Context: an optimization exercise on an open-source flow, tuned for small area. The choices shown serve that exercise and are no tape-out recipe. At most, simulation tests tie the RTL to the original design; equivalence was not proved.

==> inputs of job 8371 <==
## FFT_8pt
module FFT_8pt(
    input clk, reset,
    input [11:0] real_in, imag_in,
    input [2:0] addr_real, addr_imag,
    input wr_en_real, wr_en_imag,
    output [23:0] fft_real_out, fft_imag_out
);
    reg [95:0] real_mem, imag_mem;
    reg [2:0] read_addr_real, read_addr_imag;
    integer a;
    always @(posedge clk) begin
        for (a = 0; a < 8; a = a + 1) begin
            if (wr_en_real && addr_real == a) real_mem[a*12 +: 12] <= {~real_in[11], real_in[10:0]};
            if (wr_en_imag && addr_imag == a) imag_mem[a*12 +: 12] <= {~imag_in[11], imag_in[10:0]};
        end
        if (!wr_en_real) read_addr_real <= addr_real;
        if (!wr_en_imag) read_addr_imag <= addr_imag;
    end
    wire [11:0] mr = real_mem[read_addr_real*12 +: 12];
    wire [11:0] mi = imag_mem[read_addr_imag*12 +: 12];
    reg [2:0] k;
    reg run;
    always @(posedge clk or posedge reset) begin
        if (reset) begin
            k <= 3'd0;
            run <= 1'b0;
        end else begin
            k <= k + 3'd1;
            if (k == 3'd7) run <= 1'b1;
        end
    end
    wire sw = k[0] & k[1];
    wire ng = k[2] & ~k[0];
    wire swng = sw | ng;
    wire [11:0] cr, ci;
    genvar gb;
    generate for (gb = 0; gb < 12; gb = gb + 1) begin : rot
        fft_mxn ur(.s(sw), .a(mr[gb]), .b(mi[gb]), .x(ng), .y(cr[gb]));
        fft_mxn ui(.s(sw), .a(mi[gb]), .b(mr[gb]), .x(swng), .y(ci[gb]));
    end endgenerate
    wire ph1 = ~run & ~k[2];         
    wire ph2 = ~run & k[2];          
    wire nph1 = ~ph1, nrun = ~run;
    wire cqr = ph2 & ~k[0];
    wire cqi = ph2 & (~k[0] | k[1]);
    wire cpc = k[0];
    wire ncpc = ~k[0];
    reg [12:0] qrr [0:3];
    reg [12:0] qri [0:3];
    reg [12:1] prr [0:3];
    reg [12:1] pri [0:3];
    wire [12:0] qer, qei;              
    wire [12:1] per, pei;
    integer q;
    always @(posedge clk) begin
        for (q = 0; q < 3; q = q + 1) begin
            qrr[q] <= qrr[q+1];
  ...
export LEC_CHECK = 0
export CAP_MARGIN = 25
export CORE_MARGIN = 2
export CORE_UTILIZATION = 65
export SLEW_MARGIN = 25
export SYNTH_HIERARCHICAL = 1
create_clock -name core_clock -period 16.0 [get_ports {clk}]
standard.sh (not shown) runs the stock make flow with config.mk's settings and CLKGATE_MAP_FILE= SYNTH_SCRIPT=/design/flow/synth_recipe.tcl, a recipe that flattens the netlist after the stock synthesis.
==> flow/flow/run.sh <==
#!/bin/bash
# Standard layout, with these changes: ports are buffered with the smallest
# buffer; the clock tree uses clkbuf_4 leaves and no dummy loads; buffers
# that synthesis added are removed and its upsized cells set back to drive 1
# after floorplanning (repair_design and repair_timing resize as needed).
set -euo pipefail
export BUFFER_PORTS_ARGS="-buffer_cell sky130_fd_sc_hd__buf_1"
export CTS_ARGS="-sink_clustering_enable -repair_clock_nets -dont_use_dummy_load -sink_clustering_size 9 -sink_clustering_max_diameter 45 -buf_list sky130_fd_sc_hd__clkbuf_4 -root_buf sky130_fd_sc_hd__clkbuf_8"
export REMOVE_ABC_BUFFERS=1
export POST_FLOORPLAN_TCL="$PWD/flow/downsize.tcl"
export RECOVER_POWER=50
bash standard.sh > standard.log 2>&1
==> flow/flow/downsize.tcl <==
# Set every combinational cell to the smallest-area drive strength of the
# same cell, and let placement's repair_design and repair_timing size back up
# what the layout needs.
set db [ord::get_db]
set block [ord::get_db_block]
set n 0
foreach inst [$block getInsts] {
  set m [$inst getMaster]
  set name [$m getName]
  if {![regexp {^(sky130_fd_sc_hd__[a-z0-9]+)_([0-9]+)$} $name -> base drv]} { continue }
  if {[string match "*__df*" $base] || [string match "*__edf*" $base] \
      || [string match "*clk*" $base] || [string match "*conb*" $base]} { continue }
  set best $m
  set barea [expr {[$m getWidth] * [$m getHeight]}]
  foreach d {0 1 2} {
    set c [$db findMaster ${base}_$d]
    if {$c == "NULL" || $c == ""} { continue }
    set a [expr {[$c getWidth] * [$c getHeight]}]
    if {$a < $barea} { set best $c; set barea $a }
  }
  if {$best != $m} {
    $inst swapMaster $best
    incr n
  }
}
puts "downsize.tcl: $n instances resized"
==> job 1283: changes against job 8371 <==
==> flow/flow/run.sh (replaced) <==
#!/bin/bash
# Standard layout, with these changes: ports are buffered with the smallest
# buffer; the clock tree uses clkbuf_4 leaves and no dummy loads; buffers
# that synthesis added are removed and its upsized cells set back to drive 1
# after floorplanning (repair_design and repair_timing resize as needed).
set -euo pipefail
export BUFFER_PORTS_ARGS="-buffer_cell sky130_fd_sc_hd__buf_1"
export CTS_ARGS="-sink_clustering_enable -repair_clock_nets -dont_use_dummy_load -sink_clustering_size 9 -sink_clustering_max_diameter 45 -buf_list sky130_fd_sc_hd__clkbuf_4 -root_buf sky130_fd_sc_hd__clkbuf_16"
export REMOVE_ABC_BUFFERS=1
export POST_FLOORPLAN_TCL="$PWD/flow/downsize.tcl"
bash standard.sh > standard.log 2>&1
CAP_MARGIN = 10   (was 25)
GPL_ROUTABILITY_DRIVEN = 0   (was not set)
GPL_TIMING_DRIVEN = 0   (was not set)
SLEW_MARGIN = 10   (was 25)
==> job 8851: changes against job 8371 <==
--- a/flow/design.v
+++ b/flow/design.v
@@ -243,29 +243,29 @@
     fft_pmx upi5 (.r(run), .p(p0i[5]), .dn(c162), .y(pei[5]));
     fft_pmx upi6 (.r(run), .p(p0i[6]), .dn(c164), .y(pei[6]));
     fft_pmx upi7 (.r(run), .p(p0i[7]), .dn(c166), .y(pei[7]));
     fft_pmx upi8 (.r(run), .p(p0i[8]), .dn(c168), .y(pei[8]));
     fft_pmx upi9 (.r(run), .p(p0i[9]), .dn(c170), .y(pei[9]));
     fft_pmx upi10 (.r(run), .p(p0i[10]), .dn(c172), .y(pei[10]));
     fft_pmx upi11 (.r(run), .p(p0i[11]), .dn(c174), .y(pei[11]));
     fft_pmx upi12 (.r(run), .p(p0i[12]), .dn(c175), .y(pei[12]));
-    wire [2:0] j = k + 3'd1;
+    wire [2:0] j = k;
     wire [7:0] tab_lp0r = 8'b11110000;
     wire [7:0] tab_lp2r = 8'b00111100;
     wire [7:0] tab_lp0i = 8'b01111000;
     wire [7:0] tab_lp2i = 8'b00011110;
-    wire [12:0] br0 = {prr[1], qrr[1][0] ^ tab_lp0r[j]};
-    wire [12:0] br2 = {prr[3], qrr[3][0] ^ tab_lp2r[j]};
-    wire [12:0] br1 = qrr[2];
-    wire [12:0] br3 = qer;
-    wire [12:0] bi0 = {pri[1], qri[1][0] ^ tab_lp0i[j]};
-    wire [12:0] bi2 = {pri[3], qri[3][0] ^ tab_lp2i[j]};
-    wire [12:0] bi1 = qri[2];
-    wire [12:0] bi3 = qei;
+    wire [12:0] br0 = {prr[0], qrr[0][0] ^ tab_lp0r[j]};
+    wire [12:0] br2 = {prr[2], qrr[2][0] ^ tab_lp2r[j]};
+    wire [12:0] br1 = qrr[1];
+    wire [12:0] br3 = qrr[3];
+    wire [12:0] bi0 = {pri[0], qri[0][0] ^ tab_lp0i[j]};
+    wire [12:0] bi2 = {pri[2], qri[2][0] ^ tab_lp2i[j]};
+    wire [12:0] bi1 = qri[1];
+    wire [12:0] bi3 = qri[3];
     wire odd = j[0];
     wire sn = ~j[0] & (j[1] ^ j[2]);
     wire t1 = j[0] & ~j[1];
     wire t3 = j[0] & j[1];
     wire snt1 = (~j[0] & (j[1] ^ j[2])) | (j[0] & ~j[1]);
     wire snt3 = (~j[0] & (j[1] ^ j[2])) | (j[0] & j[1]);
     wire [7:0] tab_cc0r = 8'b11111100;
     wire cc0r = tab_cc0r[j];
@@ -719,23 +719,18 @@
     assign yi[16] = w593;
     assign yi[17] = w595;
     assign yi[18] = w597;
     assign yi[19] = w599;
     assign yi[20] = w601;
     assign yi[21] = w603;
     assign yi[22] = w605;
     assign yi[23] = w607;
-    reg [23:0] out_r, out_i;
-    always @(posedge clk) begin
-        out_r <= yr;
-        out_i <= yi;
-    end
-    assign fft_real_out = out_r;
-    assign fft_imag_out = out_i;
+    assign fft_real_out = yr;
+    assign fft_imag_out = yi;
 endmodule
 module fft_fa(input a, b, c, output s, co);
     assign s = a ^ b ^ c;
     assign co = (a & b) | (a & c) | (b & c);
 endmodule
 module fft_mxn(input s, a, b, x, output y);
     assign y = (s ? b : a) ^ x;
 endmodule
==> flow/flow/run.sh (replaced) <==
#!/bin/bash
# Standard layout, with these changes: ports are buffered with the smallest
# buffer; the clock tree uses clkbuf_4 leaves and no dummy loads; buffers
# that synthesis added are removed and its upsized cells set back to drive 1
# after floorplanning (repair_design and repair_timing resize as needed).
set -euo pipefail
export BUFFER_PORTS_ARGS="-buffer_cell sky130_fd_sc_hd__buf_1"
export CTS_ARGS="-sink_clustering_enable -repair_clock_nets -dont_use_dummy_load -sink_clustering_size 9 -sink_clustering_max_diameter 45 -buf_list sky130_fd_sc_hd__clkbuf_4 -root_buf sky130_fd_sc_hd__clkbuf_8"
export REMOVE_ABC_BUFFERS=1
export POST_FLOORPLAN_TCL="$PWD/flow/downsize.tcl"
bash standard.sh > standard.log 2>&1
CAP_MARGIN = 10   (was 25)
SLEW_MARGIN = 10   (was 25)
==> job 2762: changes against job 8371 <==
==> flow/flow/run.sh (replaced) <==
#!/bin/bash
# Standard layout, with these changes: ports are buffered with the smallest
# buffer; the clock tree uses clkbuf_4 leaves and no dummy loads; buffers
# that synthesis added are removed and its upsized cells set back to drive 1
# after floorplanning (repair_design and repair_timing resize as needed).
set -euo pipefail
export BUFFER_PORTS_ARGS="-buffer_cell sky130_fd_sc_hd__buf_1"
export CTS_ARGS="-sink_clustering_enable -repair_clock_nets -dont_use_dummy_load -sink_clustering_size 9 -sink_clustering_max_diameter 45 -buf_list sky130_fd_sc_hd__clkbuf_4 -root_buf sky130_fd_sc_hd__clkbuf_16"
export REMOVE_ABC_BUFFERS=1
export POST_FLOORPLAN_TCL="$PWD/flow/downsize.tcl"
bash standard.sh > standard.log 2>&1
CAP_MARGIN = 10   (was 25)
CORE_UTILIZATION = 50   (was 65)
PLACE_DENSITY = 0.8   (was not set)
SLEW_MARGIN = 10   (was 25)
==> comparison table <==
| metric | job 1283 | job 8851 | job 2762 | job 8371 |
|---|---|---|---|---|
| Run status | complete, no violations | finished with violations | complete, no violations | finished with violations |
| Layout check failures | - | negative setup slack | - | max-capacitance violations, max-slew violations |
| Endpoint of the worst hold-timing path | qrr[0][9]$_DFF_P_ | prr[0][2]$_DFF_P_ | qrr[2][10]$_DFF_P_ | qrr[2][10]$_DFF_P_ |
| Die outline area | 33600 um2 | 32600 um2 | 43400 um2 | 33600 um2 |
| Finished layout cell area | 22200 um2 | 22400 um2 | 22300 um2 | 22100 um2 |
| Last element of the critical path | out_i[23]$_DFF_P_ | fft_real_out[23] | out_r[23]$_DFF_P_ | out_r[23]$_DFF_P_ |
| Initial drt markers | 402 | 384 | 465 | 452 |
| Final routed wirelength across all metal layers | 35700 um | 36200 um | 37100 um | 36500 um |
| HPWL after detailed placement | 26800 um | 27400 um | 27600 um | 27500 um |
| Library cells used by synthesis | 25 | 26 | 25 | 25 |
| Height of the chip | 183 um | 181 um | 208 um | 183 um |
| Most repeated library cell on the critical path | sky130_fd_sc_hd__fa_1 | sky130_fd_sc_hd__fa_2 | sky130_fd_sc_hd__fa_1 | sky130_fd_sc_hd__fa_1 |
| Mapped Cells | 1258 | 1257 | 1258 | 1258 |
| Fin cells | 1788 | 1849 | 1933 | 1801 |
| Seq Cell Count | 450 | 402 | 450 | 450 |
| Max Clock Freq | 0.0647 GHz | 0.0592 GHz | 0.0663 GHz | 0.0666 GHz |
| Register bit total from synthesis | 450 | 402 | 450 | 450 |
| Fraction of post-synthesis cell area in the top cell type by area | 0.285 | 0.293 | 0.285 | 0.285 |
| Share of flip-flops with an asynchronous set or reset | 0.00889 | 0.00995 | 0.00889 | 0.00889 |
| Crit Path Class | flip-flop to flip-flop | flip-flop to output port | flip-flop to flip-flop | flip-flop to flip-flop |
| Reg-to-Reg Start | k[0]$_DFF_PP0_ | read_addr_imag[0]$_DFFE_PN_ | k[0]$_DFF_PP0_ | k[0]$_DFF_PP0_ |
| Area fraction of clock buffers and clock inverters | 0.0236 | 0.0185 | 0.0238 | 0.0212 |
| Non-Clock Buffer Area Fraction | 0.0239 | 0.0623 | 0.0234 | 0.0231 |
| Crit path time final | 15450 ps | 16900 ps | 15080 ps | 15020 ps |
| Worst setup slack before clock tree synthesis | -77.5 ps | -1650 ps | 826 ps | 901 ps |
Only the layout flow was run in job 8851; the RTL was not checked for function there.


==> run a: inputs <==
Another version of the RTL of FFT_8pt (not shown whole).
clock: 16.0 ns
lec_check: 0
cap_margin: 10
core_margin: 2
core_utilization: 65
slew_margin: 10
synth_hierarchical: 1
==> flow/flow/run.sh <==
#!/bin/bash
# Standard layout, with these changes: ports are buffered with the smallest
# buffer; the clock tree uses clkbuf_4 leaves and no dummy loads; buffers
# that synthesis added are removed and its upsized cells set back to drive 1
# after floorplanning (repair_design and repair_timing resize as needed).
set -euo pipefail
export BUFFER_PORTS_ARGS="-buffer_cell sky130_fd_sc_hd__buf_1"
export CTS_ARGS="-sink_clustering_enable -repair_clock_nets -dont_use_dummy_load -sink_clustering_size 10 -sink_clustering_max_diameter 50 -buf_list sky130_fd_sc_hd__clkbuf_4 -root_buf sky130_fd_sc_hd__clkbuf_16"
export REMOVE_ABC_BUFFERS=1
export POST_FLOORPLAN_TCL="$PWD/flow/downsize.tcl"
bash standard.sh > standard.log 2>&1
Scripts as last shown in full above: flow/flow/downsize.tcl
==> run b (differences from run a) <==
==> flow/flow/run.sh (replaced) <==
#!/bin/bash
# Standard layout, with two changes: ports are buffered with the smallest
# buffer, and the clock tree uses smaller buffers and no dummy loads.
set -euo pipefail
export BUFFER_PORTS_ARGS="-buffer_cell sky130_fd_sc_hd__buf_1"
export CTS_ARGS="-sink_clustering_enable -repair_clock_nets -dont_use_dummy_load -sink_clustering_size 16 -sink_clustering_max_diameter 80 -buf_list sky130_fd_sc_hd__clkbuf_8 -root_buf sky130_fd_sc_hd__clkbuf_16"
bash standard.sh > standard.log 2>&1
- CAP_MARGIN: 10 -> 20
- SLEW_MARGIN: 10 -> 20
removed: flow/flow/downsize.tcl
==> run c (differences from run a) <==
==> flow/flow/run.sh (replaced) <==
#!/bin/bash
# Standard layout, with two changes: ports are buffered with the smallest
# buffer, and the clock tree uses larger sink clusters and no dummy loads.
set -euo pipefail
export BUFFER_PORTS_ARGS="-buffer_cell sky130_fd_sc_hd__buf_1"
export CTS_ARGS="-sink_clustering_enable -repair_clock_nets -dont_use_dummy_load -sink_clustering_size 24 -sink_clustering_max_diameter 120"
bash standard.sh > standard.log 2>&1
- CAP_MARGIN: 10 -> 20
- SLEW_MARGIN: 10 -> 20
removed: flow/flow/downsize.tcl
==> results.json <==
{
  "outcome": "finished clean",
  "cpPeakStageDelay_ns": 0.56,
  "clk_latency_ns": 0.56,
  "path_clk_slew_ns": 0.09
}
The numbers above come from run c.

==> results.json <==
{
  "cpPeakStageDelay_ns": 0.61,
  "outcome": "finished clean"
}
The numbers above come from run a.

==> results.json <==
{
  "clk_latency_ns": 0.52,
  "cpPeakStageDelay_ns": 0.56,
  "outcome": "finished clean",
  "path_clk_slew_ns": 0.10
}
The numbers above come from run b.



==> inputs of job 2674 <==
RTL: one of the versions met above, not the one the previous note started from.
==> flow/config.mk <==
export PLATFORM = sky130hd
export DESIGN_NAME = FFT_8pt
export DESIGN_NICKNAME = FFT_8pt
export VERILOG_FILES = /design/flow/design.v
export SDC_FILE = /design/flow/constraint.sdc
export NUM_CORES = 4
export LEC_CHECK = 0
export CAP_MARGIN = 10
export CORE_MARGIN = 2
export CORE_UTILIZATION = 65
export SLEW_MARGIN = 10
export SYNTH_HIERARCHICAL = 1
==> flow/constraint.sdc <==
create_clock -name core_clock -period 16.0 [get_ports {clk}]
set_input_delay 3.2000 -clock core_clock [delete_from_list [all_inputs] [get_ports {clk}]]
set_output_delay 3.2000 -clock core_clock [all_outputs]
set_load 0.01 [all_outputs]
==> flow/flow/run.sh <==
#!/bin/bash
# Standard layout, with these changes: ports are buffered with the smallest
# buffer; the clock tree uses clkbuf_4 leaves and no dummy loads; buffers
# that synthesis added are removed and its upsized cells set back to drive 1
# after floorplanning (repair_design and repair_timing resize as needed).
set -euo pipefail
export BUFFER_PORTS_ARGS="-buffer_cell sky130_fd_sc_hd__buf_1"
export CTS_ARGS="-sink_clustering_enable -repair_clock_nets -dont_use_dummy_load -sink_clustering_size 9 -sink_clustering_max_diameter 45 -buf_list sky130_fd_sc_hd__clkbuf_4 -root_buf sky130_fd_sc_hd__clkbuf_8"
export REMOVE_ABC_BUFFERS=1
export POST_FLOORPLAN_TCL="$PWD/flow/downsize.tcl"
bash standard.sh > standard.log 2>&1
==> flow/flow/downsize.tcl <==
# Set every combinational cell to the smallest-area drive strength of the
# same cell, and let placement's repair_design and repair_timing size back up
# what the layout needs.
set db [ord::get_db]
set block [ord::get_db_block]
set n 0
foreach inst [$block getInsts] {
  set m [$inst getMaster]
  set name [$m getName]
  if {![regexp {^(sky130_fd_sc_hd__[a-z0-9]+)_([0-9]+)$} $name -> base drv]} { continue }
  if {[string match "*__df*" $base] || [string match "*__edf*" $base] \
      || [string match "*clk*" $base] || [string match "*conb*" $base]} { continue }
  set best $m
  set barea [expr {[$m getWidth] * [$m getHeight]}]
  foreach d {0 1 2} {
    set c [$db findMaster ${base}_$d]
    if {$c == "NULL" || $c == ""} { continue }
    set a [expr {[$c getWidth] * [$c getHeight]}]
    if {$a < $barea} { set best $c; set barea $a }
  }
  if {$best != $m} {
    $inst swapMaster $best
    incr n
  }
}
puts "downsize.tcl: $n instances resized"
==> job 6568: changes against job 2674 <==
--- a/flow/flow/run.sh
+++ b/flow/flow/run.sh
@@ -10,2 +10,3 @@
 export POST_FLOORPLAN_TCL="$PWD/flow/downsize.tcl"
+export RECOVER_POWER=100
 bash standard.sh > standard.log 2>&1
==> comparison table <==
                                                                                  job 2674                                         job 6568
Total wire length after detailed routing                                          36.39 mm                                         36.55 mm
Final min period                                                                  15.02 ns                                         15.04 ns
Relative slew slack                                                                 30.06%                                          -35.39%
Run status                                                         complete, no violations                       complete, but fails checks
Violated checks                                                                          -  max-capacitance violations, max-slew violations
Detailed-route vias per instance                                                     5.408                                            5.403
Critical path required time                                                       16.46 ns                                         16.47 ns
Share of cell area taken by multi-input logic gates                                 41.84%                                           41.96%
Transition time at the pin with the least slew margin                             1.049 ns                                         2.031 ns
Number of pins exceeding their max-slew limit in the final report                        0                                               25
Number of DRC violations after detailed-routing iteration 0                            465                                              520
Total length of routed met2 wires                                                 18.35 mm                                         18.37 mm
Post-route cell area                                                         0.02206 sq mm                                    0.02200 sq mm
Minimum setup slack among reg-to-reg paths                                         0.98 ns                                          0.96 ns
Synth-to-Final Area Change                                                          5.638%                                           5.333%
First drt pass iteration count                                                           7                                                4
ClkCell Share                                                                       2.116%                                           2.122%
Fill cell instance count of the final layout                                         2,159                                            2,182
Vias                                                                                 9,739                                            9,730
Arrival time of the worst setup path                                              15.49 ns                                         15.51 ns
Final cell utilization of the core                                                  69.73%                                           69.53%
Proportion of layout cells with a drive suffix above 1                              11.65%                                           10.29%

## port drivers added, routing unchanged
In the flow no input, the clock included, has a driving cell. The finished layouts below were timed again as built, in two steps. Step 1: set_driving_cell puts a clkbuf_16 on clk and a buf_2 on each other input, an assumption about the parent block. Step 2 adds t to the input delays and takes it off the output delays; t is the mean of the earliest and latest rising clock arrival at the registers after step 1. Input paths then give back, and output paths get back, about the clock's delay inside the block. a / b / c = ideal ports / drivers / drivers and shift; a / b = the first two.
run	shift t [ns]	slack for setup (ns)	worst setup path at the end	slew at the worst register clock pin (ns)	worst slew at a driven data input, ns
job 8371	0.639	0.980 / 0.980 / 0.980	register to register	0.10 / 0.10	0.05
job 1283	0.568	0.547 / 0.547 / 0.547	register to register	0.10 / 0.10	0.06
job 8851	0.579	-0.897 / -0.945 / -0.366	register to output	0.10 / 0.10	0.05
job 2762	0.559	0.916 / 0.916 / 0.916	register to register	0.11 / 0.11	0.06
run a	0.559	0.517 / 0.517 / 0.517	register to register	0.11 / 0.11	0.05
run b	0.536	0.911 / 0.911 / 0.911	register to register	0.10 / 0.10	0.05
run c	0.580	0.821 / 0.821 / 0.821	register to register	0.10 / 0.10	0.05
job 2674	0.639	0.978 / 0.978 / 0.978	register to register	0.10 / 0.10	0.05
job 6568	0.638	0.960 / 0.960 / 0.960	register to register	0.10 / 0.10	0.05
